This design comes from an exercise in tuning for small area, a short achievable clock period and few clock cycles on the open sky130 flow, not from production work. Function was checked by simulation only, so behaviour that the tests miss may differ from the original. The clock port is modelled as an ideal driver, which makes a skipped or thinned clock tree look cheaper than it is; a real chip needs a root buffer or a tree. Power figures rest on the tool's default switching activity, not on a simulated workload.

==> run H <==
==> flow/design.v <==
module axi_data_width_downsizer #(
	parameter			DATA_WIDTH_FROM	= 64,
	parameter			DATA_WIDTH_TO	= 8,
	parameter	byte	TID_WIDTH		= 1,
	parameter	byte	TDEST_WIDTH		= 1,
	parameter	byte	TUSER_WIDTH		= 1,
	parameter	bit		TID_EN			= 0,
	parameter	bit		TDEST_EN		= 0,
	parameter	bit		TUSER_EN		= 0
)(
	input logic aclk,
	input logic areset_n,
	output	logic								s_axis_tready,
	input	logic								s_axis_tvalid,
	input	logic [DATA_WIDTH_FROM - 1:0]		s_axis_tdata,
	input	logic [DATA_WIDTH_FROM / 8 - 1:0]	s_axis_tkeep,
	input	logic								s_axis_tlast,
	input	logic [TID_WIDTH - 1:0]				s_axis_tid,
	input	logic [TDEST_WIDTH - 1:0]			s_axis_tdest,
	input	logic [TUSER_WIDTH - 1:0]			s_axis_tuser,
	input	logic								m_axis_tready,
	output	logic								m_axis_tvalid,
	output	logic [DATA_WIDTH_TO - 1:0]			m_axis_tdata,
	output	logic [DATA_WIDTH_TO / 8 - 1:0]		m_axis_tkeep,
	output	logic								m_axis_tlast,
	output	logic [TID_WIDTH - 1:0]				m_axis_tid,
	output	logic [TDEST_WIDTH - 1:0]			m_axis_tdest,
	output	logic [TUSER_WIDTH - 1:0]			m_axis_tuser
);
localparam	COUNT	= DATA_WIDTH_FROM / DATA_WIDTH_TO;
localparam	KW		= DATA_WIDTH_TO / 8;
logic								b_valid;
logic [COUNT - 1:0]					b_sel;
logic [DATA_WIDTH_FROM - 1:0]		b_data;
logic [DATA_WIDTH_FROM / 8 - 1:0]	b_keep;
logic								b_last;
logic								s_ready_q;	 
logic								b_load;		 
logic								b_hold;		 
logic								o_empty;	 
logic								o_valid_q;	 
logic [DATA_WIDTH_TO - 1:0]			o_data;
logic [KW - 1:0]					o_keep;
logic								o_last;
logic								o_load;
logic [COUNT - 1:0]					chunk_end;	 
logic [COUNT - 1:0]					chunk_last;	 
logic								b_end;
logic								s_end;
logic [DATA_WIDTH_TO - 1:0]			n_data;
logic [KW - 1:0]					n_keep;
logic								n_last;
logic								b_valid_n;
logic								o_valid_n;
logic [COUNT - 1:0]					b_sel_n;
logic								g_in;
logic [COUNT - 1:0]					g_sel;
assign s_axis_tready = s_ready_q;
assign m_axis_tvalid = o_valid_q;
assign m_axis_tdata  = o_data;
assign m_axis_tkeep  = o_keep;
assign m_axis_tlast  = o_last;
assign m_axis_tid    = '0;
assign m_axis_tdest  = '0;
assign m_axis_tuser  = '0;
assign o_load = o_empty || m_axis_tready;
always_comb begin
	for (int j = 0; j < COUNT - 1; j++) begin
		chunk_end[j]  = (b_keep[(j + 1) * KW +: KW] == '0);
		chunk_last[j] = chunk_end[j];
	end
	chunk_end[COUNT - 1]  = 1'b1;
	chunk_last[COUNT - 1] = b_last;
end
assign b_end = |(b_sel & chunk_end);
assign s_end = (COUNT == 1) || (s_axis_tkeep[KW +: KW] == '0);
assign g_in  = o_load && b_load;
assign g_sel = o_load ? b_sel : '0;
always_comb begin
	n_data = {DATA_WIDTH_TO{g_in}} & s_axis_tdata[DATA_WIDTH_TO - 1:0];
	n_keep = {KW{g_in}} & s_axis_tkeep[KW - 1:0];
	n_last = (g_in & (COUNT == 1 ? s_axis_tlast : s_end)) | |(g_sel & chunk_last);
	for (int j = 0; j < COUNT; j++) begin
		n_data = n_data | ({DATA_WIDTH_TO{g_sel[j]}} & b_data[j * DATA_WIDTH_TO +: DATA_WIDTH_TO]);
		n_keep = n_keep | ({KW{g_sel[j]}} & b_keep[j * KW +: KW]);
	end
end
always_comb begin
	if (b_valid) begin
		o_valid_n = 1'b1;
		if (o_load) begin
			b_valid_n = !b_end;
			b_sel_n = b_end ? '0 : (b_sel << 1);
		end else begin
			b_valid_n = 1'b1;
			b_sel_n = b_sel;
		end
	end else begin
		o_valid_n = s_axis_tvalid;
		if (o_load) begin
			b_valid_n = s_axis_tvalid && !s_end;
			b_sel_n = (s_axis_tvalid && !s_end) ? COUNT'(2) : '0;
		end else begin
			b_valid_n = s_axis_tvalid;
			b_sel_n = s_axis_tvalid ? COUNT'(1) : '0;
		end
	end
end
always_ff @(posedge aclk) begin
	if (!areset_n) begin
		b_valid   <= 1'b0;
		s_ready_q <= 1'b1;
		b_load    <= 1'b1;
		b_hold    <= 1'b0;
		b_sel     <= '0;
		o_empty   <= 1'b1;
		o_valid_q <= 1'b0;
	end else begin
		b_valid   <= b_valid_n;
		s_ready_q <= !b_valid_n;
		b_load    <= !b_valid_n;
		b_hold    <= b_valid_n;
		b_sel     <= b_sel_n;
		if (o_load) begin
			o_empty   <= !o_valid_n;
			o_valid_q <= o_valid_n;
		end
	end
end
always_ff @(posedge aclk) begin
	b_data <= ({DATA_WIDTH_FROM{b_load}} & s_axis_tdata) | ({DATA_WIDTH_FROM{b_hold}} & b_data);
	b_keep <= ({DATA_WIDTH_FROM / 8{b_load}} & s_axis_tkeep) | ({DATA_WIDTH_FROM / 8{b_hold}} & b_keep);
	b_last <= (b_load & s_axis_tlast) | (b_hold & b_last);
end
always_ff @(posedge aclk) begin
	o_data <= n_data | ({DATA_WIDTH_TO{!o_load}} & o_data);
	o_keep <= n_keep | ({KW{!o_load}} & o_keep);
	o_last <= n_last | (!o_load & o_last);
end
endmodule
module axi_data_width_converter_top #(
	parameter		SLAVE_DATA_WIDTH	= 256,
	parameter		MASTER_DATA_WIDTH	= 32,
	parameter byte	TID_WIDTH			= 1, 
	parameter byte	TDEST_WIDTH			= 1,
	parameter byte	TUSER_WIDTH			= 1,
	parameter bit	TID_EN				= 0,
	parameter bit	TDEST_EN			= 0,
	parameter bit	TUSER_EN			= 0
)(
	input logic aclk,
	input logic areset_n,
	output	logic								s_axis_tready,
	input	logic								s_axis_tvalid,
	input	logic [SLAVE_DATA_WIDTH - 1:0]		s_axis_tdata,
	input	logic [SLAVE_DATA_WIDTH / 8 - 1:0]	s_axis_tkeep,
	input	logic								s_axis_tlast,
	input	logic [TID_WIDTH - 1:0]				s_axis_tid,
	input	logic [TDEST_WIDTH - 1:0]			s_axis_tdest,
	input	logic [TUSER_WIDTH - 1:0]			s_axis_tuser,
	input	logic								m_axis_tready,
	output	logic								m_axis_tvalid,
	output	logic [MASTER_DATA_WIDTH - 1:0]		m_axis_tdata,
	output	logic [MASTER_DATA_WIDTH / 8 - 1:0]	m_axis_tkeep,
	output	logic								m_axis_tlast,
	output	logic [TID_WIDTH - 1:0]				m_axis_tid,
	output	logic [TDEST_WIDTH - 1:0]			m_axis_tdest,
	output	logic [TUSER_WIDTH - 1:0]			m_axis_tuser
);
axi_data_width_downsizer #(
		.DATA_WIDTH_FROM(SLAVE_DATA_WIDTH),
		.DATA_WIDTH_TO(MASTER_DATA_WIDTH),
		.TID_WIDTH(TID_WIDTH),
		.TDEST_WIDTH(TDEST_WIDTH),
		.TUSER_WIDTH(TUSER_WIDTH),
		.TID_EN(TID_EN),
		.TDEST_EN(TDEST_EN),
		.TUSER_EN(TUSER_EN)
	) downsizer(
		.aclk(aclk),
		.areset_n(areset_n),
		.s_axis_tid(s_axis_tid),
		.s_axis_tdest(s_axis_tdest),
		.s_axis_tuser(s_axis_tuser),
		.m_axis_tid(m_axis_tid),
		.m_axis_tdest(m_axis_tdest),
		.m_axis_tuser(m_axis_tuser),
		.s_axis_tready(s_axis_tready),
		.s_axis_tvalid(s_axis_tvalid),
		.s_axis_tkeep(s_axis_tkeep),
		.s_axis_tdata(s_axis_tdata),
		.s_axis_tlast(s_axis_tlast),
		.m_axis_tready(m_axis_tready),
		.m_axis_tvalid(m_axis_tvalid),
		.m_axis_tdata(m_axis_tdata),
		.m_axis_tkeep(m_axis_tkeep),
		.m_axis_tlast(m_axis_tlast)
	);
endmodule
==> flow/flow/run.sh <==
#!/bin/bash
# Standard layout, with the port buffers made from the smallest plain buffer
# and the clock tree flattened to two buffer levels after CTS (flow/post_cts.tcl).
set -euo pipefail
export BUFFER_PORTS_ARGS="-buffer_cell sky130_fd_sc_hd__buf_1"
export POST_CTS_TCL="$PWD/flow/post_cts.tcl"
bash standard.sh > standard.log 2>&1
==> flow/flow/post_cts.tcl <==
# Flatten the clock tree built by CTS to two buffer levels: the root buffer
# drives the leaf buffers directly. The inner H-tree buffers and the dummy
# loads go away.
set block [ord::get_db_block]
set port_net [$block findNet aclk]
set root ""
foreach it [$port_net getITerms] { set root [$it getInst] }
set root_out [[$root findITerm X] getNet]
puts "clock root [$root getName] -> [$root_out getName]"
set inner {}
foreach it [$root_out getITerms] {
  set inst [$it getInst]
  if {$inst == $root} continue
  if {[string match "*clkbuf*" [[$inst getMaster] getName]] && ![string match "clkload*" [$inst getName]]} {
    lappend inner $inst
  }
}
set moved 0
foreach b $inner {
  set onet [[$b findITerm X] getNet]
  set loads {}
  foreach it [$onet getITerms] {
    if {[$it getInst] == $b} continue
    lappend loads $it
  }
  foreach it $loads {
    $it disconnect
    $it connect $root_out
    incr moved
  }
  puts "removing inner clock buffer [$b getName]"
  odb::dbInst_destroy $b
  odb::dbNet_destroy $onet
}
set dummies 0
foreach inst [$block getInsts] {
  if {[string match "clkload*" [$inst getName]]} {
    odb::dbInst_destroy $inst
    incr dummies
  }
}
puts "moved $moved clock loads to the root, removed $dummies dummy loads"
estimate_parasitics -placement
report_clock_latency
repair_timing_helper
detailed_placement
check_placement -verbose
==> flow/standard.sh <==
#!/bin/bash
# synth_recipe.tcl (not shown) runs the flow's synth.tcl, then flattens the netlist and writes it again
# the make line also repeats each setting of config.mk as NAME=value (left out here)
make -C /OpenROAD-flow-scripts/flow DESIGN_CONFIG=/design/flow/config.mk WORK_HOME=/design/flow/orfs CLKGATE_MAP_FILE= SYNTH_SCRIPT=/design/flow/synth_recipe.tcl "${@:-finish}"
==> flow/config.mk <==
export PLATFORM = sky130hd
export DESIGN_NAME = axi_data_width_converter_top
export DESIGN_NICKNAME = axi_data_width_converter_top
export VERILOG_FILES = /design/flow/design.v
export SDC_FILE = /design/flow/constraint.sdc
export NUM_CORES = 4
export LEC_CHECK = 0
export CAP_MARGIN = 20
export CORE_MARGIN = 2
export CORE_UTILIZATION = 40
export SETUP_SLACK_MARGIN = 2.3
export SLEW_MARGIN = 20
==> flow/constraint.sdc <==
create_clock -name core_clock -period 4.0 [get_ports {aclk}]
set_input_delay 0.8000 -clock core_clock [delete_from_list [all_inputs] [get_ports {aclk}]]
set_output_delay 0.8000 -clock core_clock [all_outputs]
set_load 0.01 [all_outputs]
==> inputs of run R, as changes to run H <==
==> flow/flow/run.sh (replaced) <==
#!/bin/bash
# Standard layout, with the port buffers made from the smallest plain buffer
# and the top of the clock tree rebuilt after CTS (flow/post_cts.tcl).
set -euo pipefail
export BUFFER_PORTS_ARGS="-buffer_cell sky130_fd_sc_hd__buf_1"
export POST_CTS_TCL="$PWD/flow/post_cts.tcl"
bash standard.sh > standard.log 2>&1
==> flow/flow/post_cts.tcl (replaced) <==
# Rebuild the top of the clock tree that CTS built: keep CTS's leaf buffers
# (each drives one cluster of flip-flops), drop the buffers above them and
# the dummy loads, and drive the leaves from a few root buffers, each placed
# at the centre of its group of leaves and driven by the clock port.
set nroots 4
if {[info exists ::env(CLK_ROOTS)]} { set nroots $::env(CLK_ROOTS) }
set block [ord::get_db_block]
set port_net [$block findNet aclk]
set master [[ord::get_db] findMaster sky130_fd_sc_hd__clkbuf_16]

# the leaf buffers: clock buffers that drive at least one flip-flop
set leaves {}
set upper {}
foreach inst [$block getInsts] {
  set name [$inst getName]
  if {[string match "clkload*" $name]} { odb::dbInst_destroy $inst; continue }
  if {![string match "clkbuf_*" $name]} continue
  set onet [[$inst findITerm X] getNet]
  set drives_ff 0
  foreach it [$onet getITerms] {
    if {[string match "*_*" [[$it getInst] getName]] && [[$it getMTerm] getName] eq "CLK"} { set drives_ff 1; break }
  }
  if {$drives_ff} { lappend leaves $inst } else { lappend upper $inst }
}
foreach inst $upper {
  set onet [[$inst findITerm X] getNet]
  odb::dbInst_destroy $inst
  if {$onet ne "NULL" && [llength [$onet getITerms]] == 0} { odb::dbNet_destroy $onet }
}
foreach inst $leaves {
  set it [$inst findITerm A]
  set n [$it getNet]
  $it disconnect
  if {$n ne "NULL" && $n ne $port_net && [llength [$n getITerms]] == 0 && [llength [$n getBTerms]] == 0} { odb::dbNet_destroy $n }
}
puts "clock tree: [llength $leaves] leaf buffers kept, [llength $upper] upper buffers removed"

# group the leaves by k-means on their locations
proc center {inst} {
  set b [$inst getBBox]
  return [list [expr {([$b xMin] + [$b xMax]) / 2}] [expr {([$b yMin] + [$b yMax]) / 2}]]
}
set pts {}
foreach inst $leaves { lappend pts [center $inst] }
set n [llength $pts]
set cents {}
set sorted [lsort -integer -index 0 $pts]
for {set k 0} {$k < $nroots} {incr k} {
  lappend cents [lindex $sorted [expr {($k * $n + $n / 2) / $nroots}]]
}
for {set iter 0} {$iter < 30} {incr iter} {
  set assign {}
  foreach p $pts {
    set best 0; set bd -1
    for {set k 0} {$k < $nroots} {incr k} {
      set c [lindex $cents $k]
      set d [expr {abs([lindex $p 0] - [lindex $c 0]) + abs([lindex $p 1] - [lindex $c 1])}]
      if {$bd < 0 || $d < $bd} { set bd $d; set best $k }
    }
    lappend assign $best
  }
  set new {}
  for {set k 0} {$k < $nroots} {incr k} {
    set sx 0; set sy 0; set c 0
    foreach p $pts a $assign { if {$a == $k} { incr sx [lindex $p 0]; incr sy [lindex $p 1]; incr c } }
    if {$c} { lappend new [list [expr {$sx / $c}] [expr {$sy / $c}]] } else { lappend new [lindex $cents $k] }
  }
  set cents $new
}
for {set k 0} {$k < $nroots} {incr k} {
  set members {}
  foreach inst $leaves a $assign { if {$a == $k} { lappend members $inst } }
  if {![llength $members]} continue
  set root [odb::dbInst_create $block $master "clkbuf_root_${k}_aclk"]
  set c [lindex $cents $k]
  $root setLocation [lindex $c 0] [lindex $c 1]
  $root setPlacementStatus PLACED
  set rnet [odb::dbNet_create $block "clknet_root_${k}_aclk"]
  $rnet setSigType CLOCK
  [$root findITerm A] connect $port_net
  [$root findITerm X] connect $rnet
  foreach inst $members { [$inst findITerm A] connect $rnet }
  puts "root $k at $c drives [llength $members] leaves"
}
# power pins of the new cells
foreach inst [$block getInsts] {
  if {![string match "clkbuf_root_*" [$inst getName]]} continue
  foreach it [$inst getITerms] {
    set m [[$it getMTerm] getName]
    if {$m eq "VPWR" || $m eq "VPB"} { $it connect [$block findNet VDD] }
    if {$m eq "VGND" || $m eq "VNB"} { $it connect [$block findNet VSS] }
  }
}
detailed_placement
estimate_parasitics -placement
report_clock_latency
repair_timing_helper
detailed_placement
check_placement -verbose
--- a/flow/config.mk
+++ b/flow/config.mk
@@ -8,5 +8,7 @@
 export CAP_MARGIN = 20
 export CORE_MARGIN = 2
-export CORE_UTILIZATION = 40
-export SETUP_SLACK_MARGIN = 2.3
+export CORE_UTILIZATION = 55
+export CTS_CLUSTER_DIAMETER = 150
+export CTS_CLUSTER_SIZE = 20
+export SETUP_SLACK_MARGIN = 2.4
 export SLEW_MARGIN = 20
==> inputs of run C, as changes to run H <==
--- a/flow/design.v
+++ b/flow/design.v
@@ -36,6 +36,4 @@
 logic								b_last;
 logic								s_ready_q;	 
-logic								b_load;		 
-logic								b_hold;		 
 logic								o_empty;	 
 logic								o_valid_q;	 
@@ -54,6 +52,4 @@
 logic								o_valid_n;
 logic [COUNT - 1:0]					b_sel_n;
-logic								g_in;
-logic [COUNT - 1:0]					g_sel;
 assign s_axis_tready = s_ready_q;
 assign m_axis_tvalid = o_valid_q;
@@ -75,13 +71,11 @@
 assign b_end = |(b_sel & chunk_end);
 assign s_end = (COUNT == 1) || (s_axis_tkeep[KW +: KW] == '0);
-assign g_in  = o_load && b_load;
-assign g_sel = o_load ? b_sel : '0;
 always_comb begin
-	n_data = {DATA_WIDTH_TO{g_in}} & s_axis_tdata[DATA_WIDTH_TO - 1:0];
-	n_keep = {KW{g_in}} & s_axis_tkeep[KW - 1:0];
-	n_last = (g_in & (COUNT == 1 ? s_axis_tlast : s_end)) | |(g_sel & chunk_last);
+	n_data = b_valid ? '0 : s_axis_tdata[DATA_WIDTH_TO - 1:0];
+	n_keep = b_valid ? '0 : s_axis_tkeep[KW - 1:0];
+	n_last = b_valid ? |(b_sel & chunk_last) : (COUNT == 1 ? s_axis_tlast : s_end);
 	for (int j = 0; j < COUNT; j++) begin
-		n_data = n_data | ({DATA_WIDTH_TO{g_sel[j]}} & b_data[j * DATA_WIDTH_TO +: DATA_WIDTH_TO]);
-		n_keep = n_keep | ({KW{g_sel[j]}} & b_keep[j * KW +: KW]);
+		n_data = n_data | ({DATA_WIDTH_TO{b_sel[j]}} & b_data[j * DATA_WIDTH_TO +: DATA_WIDTH_TO]);
+		n_keep = n_keep | ({KW{b_sel[j]}} & b_keep[j * KW +: KW]);
 	end
 end
@@ -111,6 +105,4 @@
 		b_valid   <= 1'b0;
 		s_ready_q <= 1'b1;
-		b_load    <= 1'b1;
-		b_hold    <= 1'b0;
 		b_sel     <= '0;
 		o_empty   <= 1'b1;
@@ -119,6 +111,4 @@
 		b_valid   <= b_valid_n;
 		s_ready_q <= !b_valid_n;
-		b_load    <= !b_valid_n;
-		b_hold    <= b_valid_n;
 		b_sel     <= b_sel_n;
 		if (o_load) begin
@@ -129,12 +119,16 @@
 end
 always_ff @(posedge aclk) begin
-	b_data <= ({DATA_WIDTH_FROM{b_load}} & s_axis_tdata) | ({DATA_WIDTH_FROM{b_hold}} & b_data);
-	b_keep <= ({DATA_WIDTH_FROM / 8{b_load}} & s_axis_tkeep) | ({DATA_WIDTH_FROM / 8{b_hold}} & b_keep);
-	b_last <= (b_load & s_axis_tlast) | (b_hold & b_last);
+	if (!b_valid) begin
+		b_data <= s_axis_tdata;
+		b_keep <= s_axis_tkeep;
+		b_last <= s_axis_tlast;
+	end
 end
 always_ff @(posedge aclk) begin
-	o_data <= n_data | ({DATA_WIDTH_TO{!o_load}} & o_data);
-	o_keep <= n_keep | ({KW{!o_load}} & o_keep);
-	o_last <= n_last | (!o_load & o_last);
+	if (o_load) begin
+		o_data <= n_data;
+		o_keep <= n_keep;
+		o_last <= n_last;
+	end
 end
 endmodule
==> flow/run.sh (new file) <==
#!/bin/bash
# synth_recipe.tcl (not shown) runs the flow's synth.tcl, then flattens the netlist and writes it again
# the make line also repeats each setting of config.mk as NAME=value (left out here)
make -C /OpenROAD-flow-scripts/flow DESIGN_CONFIG=/design/flow/config.mk WORK_HOME=/design/flow/orfs CLKGATE_MAP_FILE= SYNTH_SCRIPT=/design/flow/synth_recipe.tcl finish
--- a/flow/config.mk
+++ b/flow/config.mk
@@ -9,4 +9,6 @@
 export CORE_MARGIN = 2
 export CORE_UTILIZATION = 40
-export SETUP_SLACK_MARGIN = 2.3
+export CTS_CLUSTER_DIAMETER = 100
+export CTS_CLUSTER_SIZE = 30
+export SETUP_SLACK_MARGIN = 2.5
 export SLEW_MARGIN = 20
removed: flow/flow/run.sh
removed: flow/flow/post_cts.tcl
removed: flow/standard.sh
==> key figures <==
Outcome
  – Status: no timing/DRC/antenna violations

Place
  – Routability cong.: roughly 0.78

Hold path
  – Hold path start: s_axis_tdata[229]

STA
  – F_max: between 500 and 600 MHz

Global route
  – Met1 Resource Use GR: 0.304

Final layout
  – Multi-input logic area: 0.00458 sq mm
  – Fill cells: around 2700

Setup path
  – Largest delay share family, worst path: flip-flops
The numbers above come from run H.

==> key figures <==
Outcome
  – Status: no timing/DRC/antenna violations

STA
  – Worst Tran Pin Value: ~0.65 ns
  – F_max: about 630 MHz

Global route
  – Met1 Resource Use GR: 0.420
  – Vias in the first global route: between 9000 and 10000

Setup path
  – Largest delay share family, worst path: simple AND/OR/NAND/NOR gates
  – Worst path cell trace: buf_2 > or2_4 > nand2_2 > nor4_4 > buf_4 > a22o_2

Final layout
  – Multi-input logic area: about 0.0046 sq mm
  – Fill cells: roughly 1700
  – Most frequent cells in the layout: 325 x a22o_1, 290 x dfxtp_1, 290 x buf_1
  – Register Area: a little under 0.007 sq mm

Die
  – Die area: 0.0227 sq mm
  – Row cnt: between 50 and 60

Hold path
  – Hold path start: downsizer.b_data[81]$_DFF_P_

Power
  – Clock power share: 0.284
The numbers above come from run R.

==> key figures <==
Final layout
  – Multi-input logic area: 0.00207 sq mm
  – Fill cells: about 2300

STA
  – F_max: 534 MHz
  – Final Critical Period: 1.87 ns

Hold path
  – Hold path start: s_axis_tkeep[6]

Route
  – DRT met1 WL: between 10000 and 15000 um

Global route
  – Met1 Resource Use GR: 0.278
  – Busiest grt layer: met2

Outcome
  – Status: no timing/DRC/antenna violations

Place
  – Routability cong.: about 0.77
The numbers above come from run C.

Testbench counts of run H, summed over its fixed seeds: cycles 18,458.
Testbench counts of run R, summed over its fixed seeds: cycles 18,458.
Testbench counts of run C, summed over its fixed seeds: cycles 18,458.

## what the ideal ports hide
The flow's constraints put no driver on any port. The routed layouts listed below were extracted and timed again, unchanged, in two steps. Step 1: set_driving_cell puts a clkbuf_16 on aclk and a buf_2 on each other input, an assumption about the parent block. Step 2 times the ports against the registers' clock, not the clock port: input delays grow and output delays shrink by t, the midpoint of the rising clock arrivals with the driver on. a / b / c = no drivers / after step 1 / after step 2; a / b = the first two.
| run | shift t [ns] | setup WS [ns] | worst setup path after step 2 | cell pins on the clock port's net |
|---|---|---|---|---|
| run H | 0.657 | 2.123 / 2.072 / 1.879 | input to register | 1 |
| run R | 0.415 | 2.402 / 2.300 / 2.069 | input to register | 4 |
| run C | 0.553 | 2.128 / 2.080 / 1.964 | input to register | 1 |
After both steps setup and hold are still met in every run listed. The setup slack of run R, which loses most, moves by -0.102 ns with the drivers and by -0.333 ns with both steps.
